Context: an optimization exercise on an open-source flow, tuned for small area, a short achievable clock period and few clock cycles per item. The choices shown serve that exercise and are no tape-out recipe. Only simulation tests tie the RTL to the original design; equivalence was not proved.

==> inputs of branch pepper <==
// SHA256_controller
module SHA256_controller (
	input CLOCK_50,
	input calculate,
	input [95:0] data,
	input [255:0] midstate,
	input [255:0] target,
	output [31:0] good_nonce,
	output reg done
);
clock: 10.0 ns
lec_check: 0
abc_area: 1
cap_margin: 20
core_margin: 2
core_utilization: 40
setup_slack_margin: 5.0
slew_margin: 20
tns_end_percent: 5
standard.sh (not shown) runs the stock make flow with config.mk's settings and CLKGATE_MAP_FILE= SYNTH_SCRIPT=/design/flow/synth_recipe.tcl, a recipe that flattens the netlist after the stock synthesis.
==> flow/flow/run.sh <==
#!/bin/bash
# The standard layout (the standard.sh: standard synthesis, floorplan, place,
# CTS, route, finish), with the port buffers made from buf_1 cells instead of
# the default choice, and timing repair aiming at 6.8 ns of setup slack.  make's full output goes to make.log in this folder;
# ORFS keeps each step's own log under orfs/logs.
set -euo pipefail
bash standard.sh BUFFER_PORTS_ARGS="-buffer_cell sky130_fd_sc_hd__buf_1" SETUP_SLACK_MARGIN=6.8 finish > make.log 2>&1
==> branch fjord (differences from branch pepper) <==
--- a/flow/design.v
+++ b/flow/design.v
@@ -89,85 +89,64 @@
 	assign s = x ^ y ^ z;
 	assign c = {(x[30:0] & y[30:0]) | (x[30:0] & z[30:0]) | (y[30:0] & z[30:0]), 1'b0};
 endmodule
 module csa1 (input [31:0] x, y, z, output [31:0] s, c);
 	assign s = x ^ y ^ z;
 	assign c = {(x[30:0] & y[30:0]) | (x[30:0] & z[30:0]) | (y[30:0] & z[30:0]), 1'b1};
 endmodule
-module sk_add (input [31:0] a, b, output [31:0] s);
-	logic [31:0] g [0:5];
-	logic [31:0] p [0:5];
-	assign g[0] = a & b;
-	assign p[0] = a | b;
-	genvar l, i;
-	generate
-		for (l = 0; l < 5; l++) begin : lv
-			for (i = 0; i < 32; i++) begin : bt
-				if ((i >> l) & 1) begin
-					localparam int j = ((i >> l) << l) - 1;
-					assign g[l+1][i] = g[l][i] | (p[l][i] & g[l][j]);
-					assign p[l+1][i] = p[l][i] & p[l][j];
-				end else begin
-					assign g[l+1][i] = g[l][i];
-					assign p[l+1][i] = p[l][i];
-				end
-			end
-		end
-	endgenerate
-	assign s = a ^ b ^ {g[5][30:0], 1'b0};
-endmodule
 module SHA256_core (
 	input clk,
 	input ld,
 	input ld0,
 	input ph2,            
 	input lpre2,          
 	input [3:0] ffe_w,    
 	input [3:0] ffa_w,    
 	input [3:0] esel,     
 	input [3:0] asel,     
 	input oph2,           
 	input park_d,         
 	input park_w,         
-	input park_a,         
 	input cmp_d,          
-	input [2:0] cr,       
+	input [1:0] cr,       
+	input [1:0] ca,       
 	input [1:0] wsel,     
 	input [3:0] k,
 	input [5:0] rnd,      
 	input [255:0] midstate,
 	input [95:0] data,
 	input [31:0] n,
 	input [255:0] target,
-	output e_lt, e_eq     
+	output e_lt, e_eq,    
+	output a_lt, a_eq     
 );
 	localparam [255:0] IV = 256'h6a09e667bb67ae853c6ef372a54ff53a510e527f9b05688c1f83d9ab5be0cd19;
 	localparam [31:0] K0 = 32'h428a2f98;
 	localparam [31:0] C2 = 32'h5be0cd19 + 32'h428a2f98 + 32'ha54ff53a;
 	logic [31:0] a, b, c, d, e, f, g;
 	logic [31:0] w [0:15];
 	logic [31:0] pre_s, pre_c;
 	logic [31:0] S0, S1, ch, mj;
 	SIGMA0 SG0(a, S0);
 	SIGMA1 SG1(e, S1);
 	choice chs(e, f, g, ch);
 	majority mjs(a, b, c, mj);
 	logic [31:0] e1s, e1c, e2s, e2c, e_new;
-	csa ce1(ch, pre_s, pre_c, e1s, e1c);
-	csa ce2(e1s, e1c, S1, e2s, e2c);
-	sk_add ae(e2s, e2c, e_new);
+	csa ce1(S1, ch, pre_s, e1s, e1c);
+	csa ce2(e1s, e1c, pre_c, e2s, e2c);
+	assign e_new = e2s + e2c;
 	logic [31:0] a1s, a1c, a2s, a2c, a_new;
-	csa1 ca1(mj, e, ~d, a1s, a1c);
-	csa  ca2(a1s, a1c, S0, a2s, a2c);
-	sk_add aa(a2s, a2c, a_new);
+	csa  ca1(S0, mj, e, a1s, a1c);
+	csa1 ca2(a1s, a1c, ~d, a2s, a2c);
+	assign a_new = a2s + a2c;
 	logic [31:0] s0w, s1w, wu, wv, wx, wy, wn;
 	sigma0 sg0(w[1], s0w);
 	sigma1 sg1(w[14], s1w);
-	csa cw1(w[9], w[0], s0w, wu, wv);
-	csa cw2(wu, wv, s1w, wx, wy);
+	csa cw1(s1w, w[9], s0w, wu, wv);
+	csa cw2(wu, wv, w[0], wx, wy);
 	assign wn = wx + wy;
 	logic [31:0] bw, w15;
 	always_comb begin
 		bw = 32'd0;
 		if (wsel[0])
 			case (k)
 				4'd0: bw = data[95:64];
@@ -184,78 +163,85 @@
 				4'd15: bw = 32'd256;
 				default: bw = 32'd0;
 			endcase
 	end
 	assign w15 = (wsel == 2'd0) ? wn : bw;
 	logic [31:0] kn, p1s, p1c, pn_s, pn_c;
 	sha256_k_next kr(rnd, kn);
-	csa cp1(g, b, w[1], p1s, p1c);
-	csa cp2(p1s, p1c, kn, pn_s, pn_c);
+	csa cp1(g, kn, w[1], p1s, p1c);
+	csa cp2(p1s, p1c, b, pn_s, pn_c);
 	logic [31:0] l1s, l1c, q1s, q1c;
 	csa cl1(midstate[31:0], K0, data[95:64], l1s, l1c);
 	csa cl2(l1s, l1c, midstate[159:128], q1s, q1c);
-	logic [31:0] opa, ope, opr_a, opr_e, ffa, ffe, te, xe, xd;
+	logic [31:0] opa, ope, opr_a, opr_e, ffa, ffe, ta, te, xa, xe, xd;
 	always_comb begin
 		ope = ({32{esel[0]}} & (oph2 ? IV[31:0]   : midstate[31:0]))
 		    | ({32{esel[1]}} & (oph2 ? IV[63:32]  : midstate[63:32]))
 		    | ({32{esel[2]}} & (oph2 ? IV[95:64]  : midstate[95:64]))
 		    | ({32{esel[3]}} & (oph2 ? IV[127:96] : midstate[127:96]));
 		opa = ({32{asel[0]}} & (oph2 ? IV[159:128] : midstate[159:128]))
 		    | ({32{asel[1]}} & (oph2 ? IV[191:160] : midstate[191:160]))
 		    | ({32{asel[2]}} & (oph2 ? IV[223:192] : midstate[223:192]))
 		    | ({32{asel[3]}} & (oph2 ? IV[255:224] : midstate[255:224]));
 		case (cr)
-			3'd0: te = target[255:224];
-			3'd1: te = target[223:192];
-			3'd2: te = target[191:160];
-			3'd3: te = target[159:128];
-			3'd4: te = target[127:96];
-			3'd5: te = target[95:64];
-			3'd6: te = target[63:32];
-			default: te = target[31:0];
+			2'd0: te = target[255:224];
+			2'd1: te = target[223:192];
+			2'd2: te = target[191:160];
+			default: te = target[159:128];
+		endcase
+		case (ca)
+			2'd0: ta = target[127:96];
+			2'd1: ta = target[95:64];
+			2'd2: ta = target[63:32];
+			default: ta = target[31:0];
 		endcase
 	end
 	always_ff @(posedge clk) begin
 		opr_a <= opa;
 		opr_e <= ope;
 	end
 	assign ffa = a + opr_a;
 	assign ffe = e + opr_e;
 	assign xd = cmp_d ? d : w[0];
 	assign xe = {xd[7:0], xd[15:8], xd[23:16], xd[31:24]};
+	assign xa = {w[6][7:0], w[6][15:8], w[6][23:16], w[6][31:24]};
 	assign e_lt = xe < te;
 	assign e_eq = xe == te;
+	assign a_lt = xa < ta;
+	assign a_eq = xa == ta;
 	logic [255:0] lv;
 	assign lv = ph2 ? IV : midstate;
 	always_ff @(posedge clk) begin
 		if (ld) begin
 			{e, f, g} <= lv[127:32];
-			{b, c} <= lv[191:128];
+			{a, b, c} <= lv[223:128];
 			if (lpre2)
 				{pre_s, pre_c} <= {a ^ opr_a ^ C2, (a[30:0] & opr_a[30:0]) | (a[30:0] & C2[30:0]) | (opr_a[30:0] & C2[30:0]), 1'b0};
 			else
 				{pre_s, pre_c} <= {q1s, q1c};
 		end else begin
 			g <= f; f <= e; e <= e_new;
-			c <= b; b <= a;
+			c <= b; b <= a; a <= ld0 ? lv[255:224] : a_new;
 			{pre_s, pre_c} <= {pn_s, pn_c};
 		end
 		d <= park_d ? ffe : c;
-		a <= (ld | ld0) ? (ld ? lv[223:192] : lv[255:224]) : a_new;
 		for (int j = 0; j < 15; j++) w[j] <= w[j+1];
 		w[15] <= w15;
 		if (ffe_w[0]) w[11] <= ffe;
 		if (ffe_w[1]) w[9]  <= ffe;
 		if (ffe_w[2]) w[7]  <= ffe;
 		if (ffe_w[3]) w[5]  <= ffe;
 		if (ffa_w[0]) w[6]  <= ffa;
 		if (ffa_w[1]) w[4]  <= ffa;
 		if (ffa_w[2]) w[2]  <= ffa;
 		if (ffa_w[3]) w[0]  <= ffa;
-		if (park_w) w[0] <= park_a ? ffa : ffe;
+		if (park_w) begin
+			w[0] <= ffe;
+			w[6] <= ffa;
+		end
 	end
 endmodule
 module SHA256_controller (
 	input CLOCK_50,
 	input calculate,
 	input [95:0] data,
 	input [255:0] midstate,
@@ -264,21 +250,20 @@
 	output reg done
 );
 	localparam [1:0] RELOAD = 2'd0, H1 = 2'd1, H2 = 2'd2, FOUND = 2'd3;
 	logic [1:0] st;
 	logic [6:0] rnd, rnd_n;
 	logic [31:0] nonce;    
 	logic slow;            
-	logic pass2;           
-	logic e_lt, e_eq;
-	logic edec, elt;
+	logic e_lt, e_eq, a_lt, a_eq;
+	logic edec, elt, adec, alt;
 	logic dec;             
 	logic acted;           
 	logic r_lt, r_eq;
-	logic [1:0] cr;
+	logic [1:0] cr, ca;
 	logic ld, ld0, ph2, lpre2, oph2, park_d, park_w;
 	logic [3:0] ffe_w, ffa_w, esel, esel_n, asel_n, k;
 	logic [1:0] wsel;
 	logic [6:0] r60, r61, r62;
 	assign r60 = rnd - 7'd60;
 	assign r61 = rnd - 7'd61;
 	assign r62 = rnd - 7'd62;
@@ -331,49 +316,52 @@
 						k = rnd[3:0] - 4'd14;
 					end
 					if (rnd == 7'd61) begin
 						park_d = 1'b1;
 						ld = 1'b1;
 						ph2 = 1'b0;
 					end
-				end else if (pass2 ? rnd >= 7'd62 : rnd >= 7'd61)
+				end else if (rnd >= 7'd61)
 					park_w = 1'b1;
 			end
 			default: ;
 		endcase
 	end
 	SHA256_core core (
 		.clk(CLOCK_50),
 		.ld(ld), .ld0(ld0), .ph2(ph2), .lpre2(lpre2),
 		.ffe_w(ffe_w), .ffa_w(ffa_w), .esel(esel_n), .asel(asel_n), .oph2(oph2),
-		.park_d(park_d), .park_w(park_w), .park_a(pass2), .cmp_d(dec), .cr({pass2, cr}),
+		.park_d(park_d), .park_w(park_w), .cmp_d(dec), .cr(cr), .ca(ca),
 		.wsel(wsel), .k(k), .rnd(rnd[5:0]),
 		.midstate(midstate), .data(data),
 		.n(st == RELOAD ? nonce : nonce + 32'd1),
 		.target(target),
-		.e_lt(e_lt), .e_eq(e_eq)
+		.e_lt(e_lt), .e_eq(e_eq), .a_lt(a_lt), .a_eq(a_eq)
 	);
 	always_ff @(posedge CLOCK_50) begin
 		dec <= st == H2 && !slow && rnd == 7'd61;
-		cr <= (st == H2 && !slow && rnd == 7'd61) ? 2'd0 : rnd_n[1:0] - (pass2 ? 2'd3 : 2'd2);
+		cr <= (st == H2 && !slow && rnd == 7'd61) ? 2'd0 : rnd_n[1:0] - 2'd2;   
+		ca <= rnd_n[1:0] + 2'd1;                                               
 		acted <= dec;
 		r_lt <= e_lt;
 		r_eq <= e_eq;
-		if (pass2 ? (rnd == 7'd63 || (!edec && rnd <= 7'd66))
-		          : (rnd == 7'd62 || (!edec && rnd <= 7'd65))) begin
+		if (rnd == 7'd62 || (!edec && rnd <= 7'd65)) begin
 			edec <= !e_eq;
 			elt <= e_lt;
 		end
+		if (rnd == 7'd63 || (!adec && rnd <= 7'd66)) begin
+			adec <= !a_eq;
+			alt <= a_lt;
+		end
 	end
 	always_ff @(posedge CLOCK_50 or posedge calculate)
 		if (calculate) begin
 			st <= RELOAD;
 			rnd <= 7'd46;
 			slow <= 1'b0;
-			pass2 <= 1'b0;
 			nonce <= 32'h913914e3;
 			done <= 1'b0;
 		end else begin
 			rnd <= rnd_n;
 			case (st)
 				RELOAD: if (rnd == 7'd61) st <= H1;
 				H1: begin
@@ -390,23 +378,20 @@
 						end
 					end
 					if (rnd == 7'd65) st <= H2;
 				end
 				H2: begin
 					if (!slow && rnd == 7'd61) st <= H1;
 					if (slow && rnd == 7'd67) begin
-						st <= RELOAD;
-						if (edec && elt) begin
+						if (edec ? elt : alt) begin
 							st <= FOUND;
 							done <= 1'b1;
-						end else if (!edec && !pass2)
-							pass2 <= 1'b1;
-						else begin
+						end else begin
+							st <= RELOAD;
 							slow <= 1'b0;
-							pass2 <= 1'b0;
 							nonce <= nonce + 32'd1;
 						end
 					end
 				end
 				default: ;
 			endcase
 		end
==> flow/flow/run.sh (replaced) <==
#!/bin/bash
# The standard layout (the standard.sh: standard synthesis, floorplan, place,
# CTS, route, finish), with the port buffers made from buf_1 cells instead of
# the default choice, and timing repair aiming at 6.2 ns of setup slack.  make's full output goes to make.log in this folder;
# ORFS keeps each step's own log under orfs/logs.
set -euo pipefail
bash standard.sh BUFFER_PORTS_ARGS="-buffer_cell sky130_fd_sc_hd__buf_1" SETUP_SLACK_MARGIN=6.2 finish > make.log 2>&1
- ABC_AREA: 1 -> default
==> branch zinc (differences from branch pepper) <==
--- a/flow/design.v
+++ b/flow/design.v
@@ -89,85 +89,64 @@
 	assign s = x ^ y ^ z;
 	assign c = {(x[30:0] & y[30:0]) | (x[30:0] & z[30:0]) | (y[30:0] & z[30:0]), 1'b0};
 endmodule
 module csa1 (input [31:0] x, y, z, output [31:0] s, c);
 	assign s = x ^ y ^ z;
 	assign c = {(x[30:0] & y[30:0]) | (x[30:0] & z[30:0]) | (y[30:0] & z[30:0]), 1'b1};
 endmodule
-module sk_add (input [31:0] a, b, output [31:0] s);
-	logic [31:0] g [0:5];
-	logic [31:0] p [0:5];
-	assign g[0] = a & b;
-	assign p[0] = a | b;
-	genvar l, i;
-	generate
-		for (l = 0; l < 5; l++) begin : lv
-			for (i = 0; i < 32; i++) begin : bt
-				if ((i >> l) & 1) begin
-					localparam int j = ((i >> l) << l) - 1;
-					assign g[l+1][i] = g[l][i] | (p[l][i] & g[l][j]);
-					assign p[l+1][i] = p[l][i] & p[l][j];
-				end else begin
-					assign g[l+1][i] = g[l][i];
-					assign p[l+1][i] = p[l][i];
-				end
-			end
-		end
-	endgenerate
-	assign s = a ^ b ^ {g[5][30:0], 1'b0};
-endmodule
 module SHA256_core (
 	input clk,
 	input ld,
 	input ld0,
 	input ph2,            
 	input lpre2,          
 	input [3:0] ffe_w,    
 	input [3:0] ffa_w,    
 	input [3:0] esel,     
 	input [3:0] asel,     
 	input oph2,           
 	input park_d,         
 	input park_w,         
-	input park_a,         
 	input cmp_d,          
-	input [2:0] cr,       
+	input [1:0] cr,       
+	input [1:0] ca,       
 	input [1:0] wsel,     
 	input [3:0] k,
 	input [5:0] rnd,      
 	input [255:0] midstate,
 	input [95:0] data,
 	input [31:0] n,
 	input [255:0] target,
-	output e_lt, e_eq     
+	output e_lt, e_eq,    
+	output a_lt, a_eq     
 );
 	localparam [255:0] IV = 256'h6a09e667bb67ae853c6ef372a54ff53a510e527f9b05688c1f83d9ab5be0cd19;
 	localparam [31:0] K0 = 32'h428a2f98;
 	localparam [31:0] C2 = 32'h5be0cd19 + 32'h428a2f98 + 32'ha54ff53a;
 	logic [31:0] a, b, c, d, e, f, g;
 	logic [31:0] w [0:15];
 	logic [31:0] pre_s, pre_c;
 	logic [31:0] S0, S1, ch, mj;
 	SIGMA0 SG0(a, S0);
 	SIGMA1 SG1(e, S1);
 	choice chs(e, f, g, ch);
 	majority mjs(a, b, c, mj);
 	logic [31:0] e1s, e1c, e2s, e2c, e_new;
-	csa ce1(ch, pre_s, pre_c, e1s, e1c);
-	csa ce2(e1s, e1c, S1, e2s, e2c);
-	sk_add ae(e2s, e2c, e_new);
+	csa ce1(S1, ch, pre_s, e1s, e1c);
+	csa ce2(e1s, e1c, pre_c, e2s, e2c);
+	assign e_new = e2s + e2c;
 	logic [31:0] a1s, a1c, a2s, a2c, a_new;
-	csa1 ca1(mj, e, ~d, a1s, a1c);
-	csa  ca2(a1s, a1c, S0, a2s, a2c);
-	sk_add aa(a2s, a2c, a_new);
+	csa  ca1(S0, mj, e, a1s, a1c);
+	csa1 ca2(a1s, a1c, ~d, a2s, a2c);
+	assign a_new = a2s + a2c;
 	logic [31:0] s0w, s1w, wu, wv, wx, wy, wn;
 	sigma0 sg0(w[1], s0w);
 	sigma1 sg1(w[14], s1w);
-	csa cw1(w[9], w[0], s0w, wu, wv);
-	csa cw2(wu, wv, s1w, wx, wy);
+	csa cw1(s1w, w[9], s0w, wu, wv);
+	csa cw2(wu, wv, w[0], wx, wy);
 	assign wn = wx + wy;
 	logic [31:0] bw, w15;
 	always_comb begin
 		bw = 32'd0;
 		if (wsel[0])
 			case (k)
 				4'd0: bw = data[95:64];
@@ -184,78 +163,85 @@
 				4'd15: bw = 32'd256;
 				default: bw = 32'd0;
 			endcase
 	end
 	assign w15 = (wsel == 2'd0) ? wn : bw;
 	logic [31:0] kn, p1s, p1c, pn_s, pn_c;
 	sha256_k_next kr(rnd, kn);
-	csa cp1(g, b, w[1], p1s, p1c);
-	csa cp2(p1s, p1c, kn, pn_s, pn_c);
+	csa cp1(g, kn, w[1], p1s, p1c);
+	csa cp2(p1s, p1c, b, pn_s, pn_c);
 	logic [31:0] l1s, l1c, q1s, q1c;
 	csa cl1(midstate[31:0], K0, data[95:64], l1s, l1c);
 	csa cl2(l1s, l1c, midstate[159:128], q1s, q1c);
-	logic [31:0] opa, ope, opr_a, opr_e, ffa, ffe, te, xe, xd;
+	logic [31:0] opa, ope, opr_a, opr_e, ffa, ffe, ta, te, xa, xe, xd;
 	always_comb begin
 		ope = ({32{esel[0]}} & (oph2 ? IV[31:0]   : midstate[31:0]))
 		    | ({32{esel[1]}} & (oph2 ? IV[63:32]  : midstate[63:32]))
 		    | ({32{esel[2]}} & (oph2 ? IV[95:64]  : midstate[95:64]))
 		    | ({32{esel[3]}} & (oph2 ? IV[127:96] : midstate[127:96]));
 		opa = ({32{asel[0]}} & (oph2 ? IV[159:128] : midstate[159:128]))
 		    | ({32{asel[1]}} & (oph2 ? IV[191:160] : midstate[191:160]))
 		    | ({32{asel[2]}} & (oph2 ? IV[223:192] : midstate[223:192]))
 		    | ({32{asel[3]}} & (oph2 ? IV[255:224] : midstate[255:224]));
 		case (cr)
-			3'd0: te = target[255:224];
-			3'd1: te = target[223:192];
-			3'd2: te = target[191:160];
-			3'd3: te = target[159:128];
-			3'd4: te = target[127:96];
-			3'd5: te = target[95:64];
-			3'd6: te = target[63:32];
-			default: te = target[31:0];
+			2'd0: te = target[255:224];
+			2'd1: te = target[223:192];
+			2'd2: te = target[191:160];
+			default: te = target[159:128];
+		endcase
+		case (ca)
+			2'd0: ta = target[127:96];
+			2'd1: ta = target[95:64];
+			2'd2: ta = target[63:32];
+			default: ta = target[31:0];
 		endcase
 	end
 	always_ff @(posedge clk) begin
 		opr_a <= opa;
 		opr_e <= ope;
 	end
 	assign ffa = a + opr_a;
 	assign ffe = e + opr_e;
 	assign xd = cmp_d ? d : w[0];
 	assign xe = {xd[7:0], xd[15:8], xd[23:16], xd[31:24]};
+	assign xa = {w[6][7:0], w[6][15:8], w[6][23:16], w[6][31:24]};
 	assign e_lt = xe < te;
 	assign e_eq = xe == te;
+	assign a_lt = xa < ta;
+	assign a_eq = xa == ta;
 	logic [255:0] lv;
 	assign lv = ph2 ? IV : midstate;
 	always_ff @(posedge clk) begin
 		if (ld) begin
 			{e, f, g} <= lv[127:32];
-			{b, c} <= lv[191:128];
+			{a, b, c} <= lv[223:128];
 			if (lpre2)
 				{pre_s, pre_c} <= {a ^ opr_a ^ C2, (a[30:0] & opr_a[30:0]) | (a[30:0] & C2[30:0]) | (opr_a[30:0] & C2[30:0]), 1'b0};
 			else
 				{pre_s, pre_c} <= {q1s, q1c};
 		end else begin
 			g <= f; f <= e; e <= e_new;
-			c <= b; b <= a;
+			c <= b; b <= a; a <= ld0 ? lv[255:224] : a_new;
 			{pre_s, pre_c} <= {pn_s, pn_c};
 		end
 		d <= park_d ? ffe : c;
-		a <= (ld | ld0) ? (ld ? lv[223:192] : lv[255:224]) : a_new;
 		for (int j = 0; j < 15; j++) w[j] <= w[j+1];
 		w[15] <= w15;
 		if (ffe_w[0]) w[11] <= ffe;
 		if (ffe_w[1]) w[9]  <= ffe;
 		if (ffe_w[2]) w[7]  <= ffe;
 		if (ffe_w[3]) w[5]  <= ffe;
 		if (ffa_w[0]) w[6]  <= ffa;
 		if (ffa_w[1]) w[4]  <= ffa;
 		if (ffa_w[2]) w[2]  <= ffa;
 		if (ffa_w[3]) w[0]  <= ffa;
-		if (park_w) w[0] <= park_a ? ffa : ffe;
+		if (park_w) begin
+			w[0] <= ffe;
+			w[6] <= ffa;
+		end
 	end
 endmodule
 module SHA256_controller (
 	input CLOCK_50,
 	input calculate,
 	input [95:0] data,
 	input [255:0] midstate,
@@ -264,21 +250,20 @@
 	output reg done
 );
 	localparam [1:0] RELOAD = 2'd0, H1 = 2'd1, H2 = 2'd2, FOUND = 2'd3;
 	logic [1:0] st;
 	logic [6:0] rnd, rnd_n;
 	logic [31:0] nonce;    
 	logic slow;            
-	logic pass2;           
-	logic e_lt, e_eq;
-	logic edec, elt;
+	logic e_lt, e_eq, a_lt, a_eq;
+	logic edec, elt, adec, alt;
 	logic dec;             
 	logic acted;           
 	logic r_lt, r_eq;
-	logic [1:0] cr;
+	logic [1:0] cr, ca;
 	logic ld, ld0, ph2, lpre2, oph2, park_d, park_w;
 	logic [3:0] ffe_w, ffa_w, esel, esel_n, asel_n, k;
 	logic [1:0] wsel;
 	logic [6:0] r60, r61, r62;
 	assign r60 = rnd - 7'd60;
 	assign r61 = rnd - 7'd61;
 	assign r62 = rnd - 7'd62;
@@ -331,49 +316,52 @@
 						k = rnd[3:0] - 4'd14;
 					end
 					if (rnd == 7'd61) begin
 						park_d = 1'b1;
 						ld = 1'b1;
 						ph2 = 1'b0;
 					end
-				end else if (pass2 ? rnd >= 7'd62 : rnd >= 7'd61)
+				end else if (rnd >= 7'd61)
 					park_w = 1'b1;
 			end
 			default: ;
 		endcase
 	end
 	SHA256_core core (
 		.clk(CLOCK_50),
 		.ld(ld), .ld0(ld0), .ph2(ph2), .lpre2(lpre2),
 		.ffe_w(ffe_w), .ffa_w(ffa_w), .esel(esel_n), .asel(asel_n), .oph2(oph2),
-		.park_d(park_d), .park_w(park_w), .park_a(pass2), .cmp_d(dec), .cr({pass2, cr}),
+		.park_d(park_d), .park_w(park_w), .cmp_d(dec), .cr(cr), .ca(ca),
 		.wsel(wsel), .k(k), .rnd(rnd[5:0]),
 		.midstate(midstate), .data(data),
 		.n(st == RELOAD ? nonce : nonce + 32'd1),
 		.target(target),
-		.e_lt(e_lt), .e_eq(e_eq)
+		.e_lt(e_lt), .e_eq(e_eq), .a_lt(a_lt), .a_eq(a_eq)
 	);
 	always_ff @(posedge CLOCK_50) begin
 		dec <= st == H2 && !slow && rnd == 7'd61;
-		cr <= (st == H2 && !slow && rnd == 7'd61) ? 2'd0 : rnd_n[1:0] - (pass2 ? 2'd3 : 2'd2);
+		cr <= (st == H2 && !slow && rnd == 7'd61) ? 2'd0 : rnd_n[1:0] - 2'd2;   
+		ca <= rnd_n[1:0] + 2'd1;                                               
 		acted <= dec;
 		r_lt <= e_lt;
 		r_eq <= e_eq;
-		if (pass2 ? (rnd == 7'd63 || (!edec && rnd <= 7'd66))
-		          : (rnd == 7'd62 || (!edec && rnd <= 7'd65))) begin
+		if (rnd == 7'd62 || (!edec && rnd <= 7'd65)) begin
 			edec <= !e_eq;
 			elt <= e_lt;
 		end
+		if (rnd == 7'd63 || (!adec && rnd <= 7'd66)) begin
+			adec <= !a_eq;
+			alt <= a_lt;
+		end
 	end
 	always_ff @(posedge CLOCK_50 or posedge calculate)
 		if (calculate) begin
 			st <= RELOAD;
 			rnd <= 7'd46;
 			slow <= 1'b0;
-			pass2 <= 1'b0;
 			nonce <= 32'h913914e3;
 			done <= 1'b0;
 		end else begin
 			rnd <= rnd_n;
 			case (st)
 				RELOAD: if (rnd == 7'd61) st <= H1;
 				H1: begin
@@ -390,23 +378,20 @@
 						end
 					end
 					if (rnd == 7'd65) st <= H2;
 				end
 				H2: begin
 					if (!slow && rnd == 7'd61) st <= H1;
 					if (slow && rnd == 7'd67) begin
-						st <= RELOAD;
-						if (edec && elt) begin
+						if (edec ? elt : alt) begin
 							st <= FOUND;
 							done <= 1'b1;
-						end else if (!edec && !pass2)
-							pass2 <= 1'b1;
-						else begin
+						end else begin
+							st <= RELOAD;
 							slow <= 1'b0;
-							pass2 <= 1'b0;
 							nonce <= nonce + 32'd1;
 						end
 					end
 				end
 				default: ;
 			endcase
 		end
==> out/qor.csv <==
metric,value,unit
status,"complete, no violations",
synth_cells,6222,
yosys.area_share.simple,0.115,
dp_cells,8321,
min_to,core.w[1][31],
drt_iter0_markers,6581,
min_from,core.w[2][31],
That was branch fjord.
==> out/qor.csv <==
metric,value,unit
status,"complete, no violations",
insertion_delay,0.78,ns
area_dominant_class,multi-input combinational cells,
dpl_cell_area,61100,sq um
min_from,core.w[11][26],
min_to,core.w[10][26],
dp_cells,9665,
synth_cells,7409,
ff_latch_area,18800,sq um
ys_seq_area_frac,0.326,
drt_iter0_markers,8587,
die_area,146000,sq um
holdPathStages,0,
yosys.area_share.simple,0.179,
That was branch pepper.
==> out/qor.csv <==
metric,value,unit
status,"complete, no violations",
top_layer_used,met5,
holdPathStages,0,
ys.flop_type,dfxtp_1,
synth_cells,7543,
yosys.area_share.simple,0.192,
synthToLayoutAreaGrowth,25.9,%
drt_iter0_markers,8177,
fin_crit,4.00,ns
vias_per_cell,5.87,
min_to,core.w[14][21],
synth_fp_nets,8727,
seq_area_frac,0.265,
r2r_end,core.w[7][23],
dp_cells,9819,
That was branch zinc.
Testbench counts of branch pepper, summed over its fixed seeds: cycles 1,043,776, nonces 8,126.
Testbench counts of branch fjord, summed over its fixed seeds: cycles 1,043,776, nonces 8,126.
Testbench counts of branch zinc, summed over its fixed seeds: cycles 1,043,776, nonces 8,126.

-- static timing again, ports no longer ideal --
How much do the figures lean on ideal ports? The routed layouts below were timed once more, with nothing changed but the port constraints. Step 1 (the two cells are an assumption about what drives the block):
set clk [get_ports {CLOCK_50}]
set_driving_cell -lib_cell sky130_fd_sc_hd__clkbuf_16 $clk
set_driving_cell -lib_cell sky130_fd_sc_hd__buf_2 [delete_from_list [all_inputs] $clk]
Step 2, shift: input delay + t, output delay - t, t = (earliest + latest rising clock arrival at the registers) / 2. This alone moves slack from input paths to output paths. Three values: no drivers, after step 1, after step 2; two values: the first two.
run	t, ns	setup slack, ns	clock arrival spread, ns
branch pepper	0.825	6.011 / 6.011 / 5.460	0.079 / 0.078
branch fjord	0.817	5.628 / 5.628 / 5.043	0.086 / 0.085
branch zinc	0.841	6.005 / 6.005 / 5.582	0.040 / 0.041
After both steps every run listed still meets setup and hold. The setup slack of branch fjord, which loses most, moves by 0.000 ns with the drivers and by -0.585 ns with both steps.
